From an optimization exercise on the open Yosys and OpenROAD flow, aimed at small area and a short achievable clock period; shortcuts taken in it are not production practice.
Where RTL was checked, it was by simulation tests only, not by an equivalence proof against the original.
Power is estimated from default activity; no workload was simulated.

==> module outadd, before the edit <==
module outadd(input [15:0] s, input [7:0] d, input [0:0] k, output [15:0] y);
    wire [4:0] px, po, pn;
    dpx upx (d, px);
    dpon upo (d, po, pn);
    wire o_w1 = ~d[0];
    wire o_w2 = ~d[1];
    wire o_w3 = ~d[2];
    wire o_w4 = ~d[3];
    wire o_w5 = ~d[4];
    wire o_w6 = ~d[5];
    wire o_w7 = ~d[6];
    wire o_w8 = ~d[7];
    wire o_w9 = s[3] ^ px[0];
    wire o_w10 = s[3] ? po[0] : pn[0];
    wire o_w11 = s[4] ^ px[1];
    wire o_w12 = s[4] ? po[1] : pn[1];
    wire o_w13 = s[5] ^ px[2];
    wire o_w14 = s[5] ? po[2] : pn[2];
    wire o_w15 = s[6] ^ px[3];
    wire o_w16 = s[6] ? po[3] : pn[3];
    wire o_w17 = s[7] ^ px[4];
    wire o_w18 = s[7] ? po[4] : pn[4];
    wire o_s19, o_c20;
    ha o_u20 (s[8], d[5], o_s19, o_c20);
    wire o_s21, o_c22;
    ha o_u22 (s[9], d[6], o_s21, o_c22);
    wire o_s23, o_c24;
    ha o_u24 (s[10], d[7], o_s23, o_c24);
    wire o_s25, o_c26;
    ha o_u26 (s[0], o_w1, o_s25, o_c26);
    wire o_s27, o_c28;
    ha o_u28 (s[1], o_w2, o_s27, o_c28);
    wire o_s29, o_c30;
    ha o_u30 (s[2], o_w3, o_s29, o_c30);
    wire o_s31, o_c32;
    ha o_u32 (o_w11, o_w10, o_s31, o_c32);
    wire o_s33, o_c34;
    ha o_u34 (o_w13, o_w12, o_s33, o_c34);
    wire o_s35, o_c36;
    ha o_u36 (o_w15, o_w14, o_s35, o_c36);
    wire o_s37, o_c38;
    ha o_u38 (o_w17, o_w16, o_s37, o_c38);
    wire o_s39, o_c40;
    ha o_u40 (o_s19, o_w18, o_s39, o_c40);
    wire o_s41, o_c42;
    ha o_u42 (o_s21, o_c20, o_s41, o_c42);
    wire o_s43, o_c44;
    ha o_u44 (o_s23, o_c22, o_s43, o_c44);
    wire o_s45, o_c46;
    ha o_u46 (s[11], o_c24, o_s45, o_c46);
    wire o_w47 = o_c28 | (o_s27 & o_c26);
    wire o_w48 = o_s27 & o_s25;
    wire o_w49 = (o_w9 & o_c30);
    wire o_w50 = o_w9 & o_s29;
    wire o_w51 = o_c34 | (o_s33 & o_c32);
    wire o_w52 = o_s33 & o_s31;
    wire o_w53 = o_c38 | (o_s37 & o_c36);
    wire o_w54 = o_s37 & o_s35;
    wire o_w55 = o_c42 | (o_s41 & o_c40);
    wire o_w56 = o_s41 & o_s39;
    wire o_w57 = o_c46 | (o_s45 & o_c44);
    wire o_w58 = o_s45 & o_s43;
    wire o_w59 = s[13] & s[12];
    wire o_w60 = s[15] & s[14];
    wire o_w61 = o_c30 | (o_s29 & o_w47);
    wire o_w62 = o_s29 & o_w48;
    wire o_w63 = o_w49 | (o_w50 & o_w47);
    wire o_w64 = o_w50 & o_w48;
    wire o_w65 = o_c36 | (o_s35 & o_w51);
    wire o_w66 = o_s35 & o_w52;
    wire o_w67 = o_w53 | (o_w54 & o_w51);
    wire o_w68 = o_w54 & o_w52;
    wire o_w69 = o_c44 | (o_s43 & o_w55);
    wire o_w70 = o_s43 & o_w56;
    wire o_w71 = o_w57 | (o_w58 & o_w55);
    wire o_w72 = o_w58 & o_w56;
    wire o_w73 = s[14] & o_w59;
    wire o_w74 = o_w60 & o_w59;
    wire o_w75 = o_c32 | (o_s31 & o_w63);
    wire o_w76 = o_s31 & o_w64;
    wire o_w77 = o_w51 | (o_w52 & o_w63);
    wire o_w78 = o_w52 & o_w64;
    wire o_w79 = o_w65 | (o_w66 & o_w63);
    wire o_w80 = o_w66 & o_w64;
    wire o_w81 = o_w67 | (o_w68 & o_w63);
    wire o_w82 = o_w68 & o_w64;
    wire o_w83 = (s[12] & o_w71);
    wire o_w84 = s[12] & o_w72;
    wire o_w85 = (o_w59 & o_w71);
    wire o_w86 = o_w59 & o_w72;
    wire o_w87 = (o_w73 & o_w71);
    wire o_w88 = o_w73 & o_w72;
    wire o_w89 = (o_w74 & o_w71);
    wire o_w90 = o_w74 & o_w72;
    wire o_w91 = o_c40 | (o_s39 & o_w81);
    wire o_w92 = o_s39 & o_w82;
    wire o_w93 = o_w55 | (o_w56 & o_w81);
    wire o_w94 = o_w56 & o_w82;
    wire o_w95 = o_w69 | (o_w70 & o_w81);
    wire o_w96 = o_w70 & o_w82;
    wire o_w97 = o_w71 | (o_w72 & o_w81);
    wire o_w98 = o_w72 & o_w82;
    wire o_w99 = o_w83 | (o_w84 & o_w81);
    wire o_w100 = o_w84 & o_w82;
    wire o_w101 = o_w85 | (o_w86 & o_w81);
    wire o_w102 = o_w86 & o_w82;
    wire o_w103 = o_w87 | (o_w88 & o_w81);
    wire o_w104 = o_w88 & o_w82;
    wire o_w105 = o_w89 | (o_w90 & o_w81);
    wire o_w106 = o_w90 & o_w82;
    wire o_w107 = o_s27 ^ o_c26;
    wire o_w108 = o_s29 ^ o_w47;
    wire o_w109 = o_w9 ^ o_w61;
    wire o_w110 = o_s31 ^ o_w63;
    wire o_w111 = o_s33 ^ o_w75;
    wire o_w112 = o_s35 ^ o_w77;
    wire o_w113 = o_s37 ^ o_w79;
    wire o_w114 = o_s39 ^ o_w81;
    wire o_w115 = o_s41 ^ o_w91;
    wire o_w116 = o_s43 ^ o_w93;
    wire o_w117 = o_s45 ^ o_w95;
    wire o_w118 = s[12] ^ o_w97;
    wire o_w119 = s[13] ^ o_w99;
    wire o_w120 = s[14] ^ o_w101;
    wire o_w121 = s[15] ^ o_w103;
    assign y = {o_w121, o_w120, o_w119, o_w118, o_w117, o_w116, o_w115, o_w114, o_w113, o_w112, o_w111, o_w110, o_w109, o_w108, o_w107, o_s25};
endmodule
==> module dpx, before the edit <==
module dpx(input [7:0] d, output [4:0] x);
    assign x[0] = ~(d[0] ^ d[3]);   
    assign x[1] = ~(d[1] ^ d[4]);   
    assign x[2] = ~(d[2] ^ d[5]);   
    assign x[3] = ~(d[3] ^ d[6]);   
    assign x[4] = ~(d[4] ^ d[7]);   
endmodule
==> module dpon, before the edit <==
module dpon(input [7:0] d, output [4:0] o, output [4:0] n);
    assign o[0] = d[0] | ~d[3];   
    assign n[0] = d[0] & ~d[3];
    assign o[1] = d[1] | ~d[4];   
    assign n[1] = d[1] & ~d[4];
    assign o[2] = d[2] | ~d[5];   
    assign n[2] = d[2] & ~d[5];
    assign o[3] = d[3] | ~d[6];   
    assign n[3] = d[3] & ~d[6];
    assign o[4] = d[4] | ~d[7];   
    assign n[4] = d[4] & ~d[7];
endmodule
==> flow/config.mk <==
export PLATFORM = sky130hd
export DESIGN_NAME = FIR
export DESIGN_NICKNAME = FIR
export VERILOG_FILES = /design/flow/design.v
export SDC_FILE = /design/flow/constraint.sdc
export NUM_CORES = 4
export LEC_CHECK = 0
export CAP_MARGIN = 20
export CORE_MARGIN = 2
export CORE_UTILIZATION = 40
export SETUP_SLACK_MARGIN = 5
export SLEW_MARGIN = 20
export SYNTH_HIERARCHICAL = 1
export SYNTH_MINIMUM_KEEP_SIZE = 0
==> flow/constraint.sdc <==
create_clock -name core_clock -period 12.0 [get_ports {clk}]
set_input_delay 2.4000 -clock core_clock [delete_from_list [all_inputs] [get_ports {clk}]]
set_output_delay 2.4000 -clock core_clock [all_outputs]
set_load 0.01 [all_outputs]
standard.sh (not shown) runs the stock make flow with config.mk's settings and CLKGATE_MAP_FILE= SYNTH_SCRIPT=/design/flow/synth_recipe.tcl, a recipe that flattens the netlist after the stock synthesis.
==> flow/flow/run.sh <==
#!/bin/bash
# Own layout flow: the standard ORFS flow (standard.sh's make command and
# synthesis, unchanged), with these changes after synthesis:
#  - timing repair aims at a setup slack margin of $MARGIN ns,
#  - port buffers are buf_2 cells (ORFS's default pick is a delay cell),
#  - clock tree: clkbuf_8 buffers, larger sink clusters, no dummy loads.
# ORFS writes each tool's log under orfs/logs/; make's output goes to
# make_*.log in this folder.
set -euo pipefail
MARGIN=5
MAKELINE=$(grep '^make ' standard.sh | sed 's/"\${@:-finish}"//')
run_make() { eval "$MAKELINE"' "$@"'; }
run_make synth > make_synth.log 2>&1
run_make "SETUP_SLACK_MARGIN=$MARGIN" \
  "BUFFER_PORTS_ARGS=-buffer_cell sky130_fd_sc_hd__buf_2" \
  "CTS_ARGS=-sink_clustering_enable -repair_clock_nets -dont_use_dummy_load -buf_list sky130_fd_sc_hd__clkbuf_8 -sink_clustering_size 30 -sink_clustering_max_diameter 100" \
  finish > make_finish.log 2>&1
# everything is built: this only writes out/final.def from the final layout
bash standard.sh finish > make_def.log 2>&1
Edit:
--- a/flow/design.v
+++ b/flow/design.v
@@ -291,31 +291,28 @@
     wire [15:0] y;
     outadd ua (S, Din, 1'b0, y);
     assign Dout = {2'b00, y};
 endmodule
 module outadd(input [15:0] s, input [7:0] d, input [0:0] k, output [15:0] y);
-    wire [4:0] px, po, pn;
-    dpx upx (d, px);
-    dpon upo (d, po, pn);
     wire o_w1 = ~d[0];
     wire o_w2 = ~d[1];
     wire o_w3 = ~d[2];
     wire o_w4 = ~d[3];
     wire o_w5 = ~d[4];
     wire o_w6 = ~d[5];
     wire o_w7 = ~d[6];
     wire o_w8 = ~d[7];
-    wire o_w9 = s[3] ^ px[0];
-    wire o_w10 = s[3] ? po[0] : pn[0];
-    wire o_w11 = s[4] ^ px[1];
-    wire o_w12 = s[4] ? po[1] : pn[1];
-    wire o_w13 = s[5] ^ px[2];
-    wire o_w14 = s[5] ? po[2] : pn[2];
-    wire o_w15 = s[6] ^ px[3];
-    wire o_w16 = s[6] ? po[3] : pn[3];
-    wire o_w17 = s[7] ^ px[4];
-    wire o_w18 = s[7] ? po[4] : pn[4];
+    wire o_s9, o_c10;
+    fa o_u10 (s[3], d[0], o_w4, o_s9, o_c10);
+    wire o_s11, o_c12;
+    fa o_u12 (s[4], d[1], o_w5, o_s11, o_c12);
+    wire o_s13, o_c14;
+    fa o_u14 (s[5], d[2], o_w6, o_s13, o_c14);
+    wire o_s15, o_c16;
+    fa o_u16 (s[6], d[3], o_w7, o_s15, o_c16);
+    wire o_s17, o_c18;
+    fa o_u18 (s[7], d[4], o_w8, o_s17, o_c18);
     wire o_s19, o_c20;
     ha o_u20 (s[8], d[5], o_s19, o_c20);
     wire o_s21, o_c22;
     ha o_u22 (s[9], d[6], o_s21, o_c22);
     wire o_s23, o_c24;
@@ -325,29 +322,29 @@
     wire o_s27, o_c28;
     ha o_u28 (s[1], o_w2, o_s27, o_c28);
     wire o_s29, o_c30;
     ha o_u30 (s[2], o_w3, o_s29, o_c30);
     wire o_s31, o_c32;
-    ha o_u32 (o_w11, o_w10, o_s31, o_c32);
+    ha o_u32 (o_s11, o_c10, o_s31, o_c32);
     wire o_s33, o_c34;
-    ha o_u34 (o_w13, o_w12, o_s33, o_c34);
+    ha o_u34 (o_s13, o_c12, o_s33, o_c34);
     wire o_s35, o_c36;
-    ha o_u36 (o_w15, o_w14, o_s35, o_c36);
+    ha o_u36 (o_s15, o_c14, o_s35, o_c36);
     wire o_s37, o_c38;
-    ha o_u38 (o_w17, o_w16, o_s37, o_c38);
+    ha o_u38 (o_s17, o_c16, o_s37, o_c38);
     wire o_s39, o_c40;
-    ha o_u40 (o_s19, o_w18, o_s39, o_c40);
+    ha o_u40 (o_s19, o_c18, o_s39, o_c40);
     wire o_s41, o_c42;
     ha o_u42 (o_s21, o_c20, o_s41, o_c42);
     wire o_s43, o_c44;
     ha o_u44 (o_s23, o_c22, o_s43, o_c44);
     wire o_s45, o_c46;
     ha o_u46 (s[11], o_c24, o_s45, o_c46);
     wire o_w47 = o_c28 | (o_s27 & o_c26);
     wire o_w48 = o_s27 & o_s25;
-    wire o_w49 = (o_w9 & o_c30);
-    wire o_w50 = o_w9 & o_s29;
+    wire o_w49 = (o_s9 & o_c30);
+    wire o_w50 = o_s9 & o_s29;
     wire o_w51 = o_c34 | (o_s33 & o_c32);
     wire o_w52 = o_s33 & o_s31;
     wire o_w53 = o_c38 | (o_s37 & o_c36);
     wire o_w54 = o_s37 & o_s35;
     wire o_w55 = o_c42 | (o_s41 & o_c40);
@@ -402,11 +399,11 @@
     wire o_w104 = o_w88 & o_w82;
     wire o_w105 = o_w89 | (o_w90 & o_w81);
     wire o_w106 = o_w90 & o_w82;
     wire o_w107 = o_s27 ^ o_c26;
     wire o_w108 = o_s29 ^ o_w47;
-    wire o_w109 = o_w9 ^ o_w61;
+    wire o_w109 = o_s9 ^ o_w61;
     wire o_w110 = o_s31 ^ o_w63;
     wire o_w111 = o_s33 ^ o_w75;
     wire o_w112 = o_s35 ^ o_w77;
     wire o_w113 = o_s37 ^ o_w79;
     wire o_w114 = o_s39 ^ o_w81;
@@ -417,29 +414,10 @@
     wire o_w119 = s[13] ^ o_w99;
     wire o_w120 = s[14] ^ o_w101;
     wire o_w121 = s[15] ^ o_w103;
     assign y = {o_w121, o_w120, o_w119, o_w118, o_w117, o_w116, o_w115, o_w114, o_w113, o_w112, o_w111, o_w110, o_w109, o_w108, o_w107, o_s25};
 endmodule
-module dpx(input [7:0] d, output [4:0] x);
-    assign x[0] = ~(d[0] ^ d[3]);   
-    assign x[1] = ~(d[1] ^ d[4]);   
-    assign x[2] = ~(d[2] ^ d[5]);   
-    assign x[3] = ~(d[3] ^ d[6]);   
-    assign x[4] = ~(d[4] ^ d[7]);   
-endmodule
-module dpon(input [7:0] d, output [4:0] o, output [4:0] n);
-    assign o[0] = d[0] | ~d[3];   
-    assign n[0] = d[0] & ~d[3];
-    assign o[1] = d[1] | ~d[4];   
-    assign n[1] = d[1] & ~d[4];
-    assign o[2] = d[2] | ~d[5];   
-    assign n[2] = d[2] & ~d[5];
-    assign o[3] = d[3] | ~d[6];   
-    assign n[3] = d[3] & ~d[6];
-    assign o[4] = d[4] | ~d[7];   
-    assign n[4] = d[4] & ~d[7];
-endmodule
 module rinv(input r, output rn);
     assign rn = ~r;
 endmodule
 module fa(input a, input b, input c, output s, output co);
     assign s = a ^ b ^ c;
The changed run ran to the end with no violations.
Hold slack loses 14 ps.
Setup slack degrades by 10 ps.
Final cell count shrinks by 4.0%.
Count of clock-buffer cells in the layout stays the same.
Power goes down by 5.4%.
For the first run of this note, only the layout was checked, not whether the RTL still works.

-- static timing again, ports no longer ideal --
The results above use ideal ports. As a check the final layouts listed here were re-extracted and re-timed, cells and wires unchanged.
Step 1 (the two cells are an assumption about what drives the block):
set clk [get_ports {clk}]
set_driving_cell -lib_cell sky130_fd_sc_hd__clkbuf_16 $clk
set_driving_cell -lib_cell sky130_fd_sc_hd__buf_2 [delete_from_list [all_inputs] $clk]
Step 2, shift: input delay + t, output delay - t, t = (earliest + latest rising clock arrival at the registers) / 2. This alone moves slack from input paths to output paths.
Slacks: ideal / step 1 / step 2; pairs: ideal / step 1.
| run | t, ns | setup WS [ns] | hold WS [ns] |
|---|---|---|---|
| the first run | 0.376 | 5.051 / 5.022 / 4.844 | 0.399 / 0.399 / 0.399 |
| the second run | 0.365 | 5.040 / 4.983 / 4.827 | 0.386 / 0.386 / 0.386 |
After both steps every run listed still meets setup and hold. For the second run, which loses most, drivers alone change the setup slack by -0.057 ns; drivers and shift together by -0.213 ns.
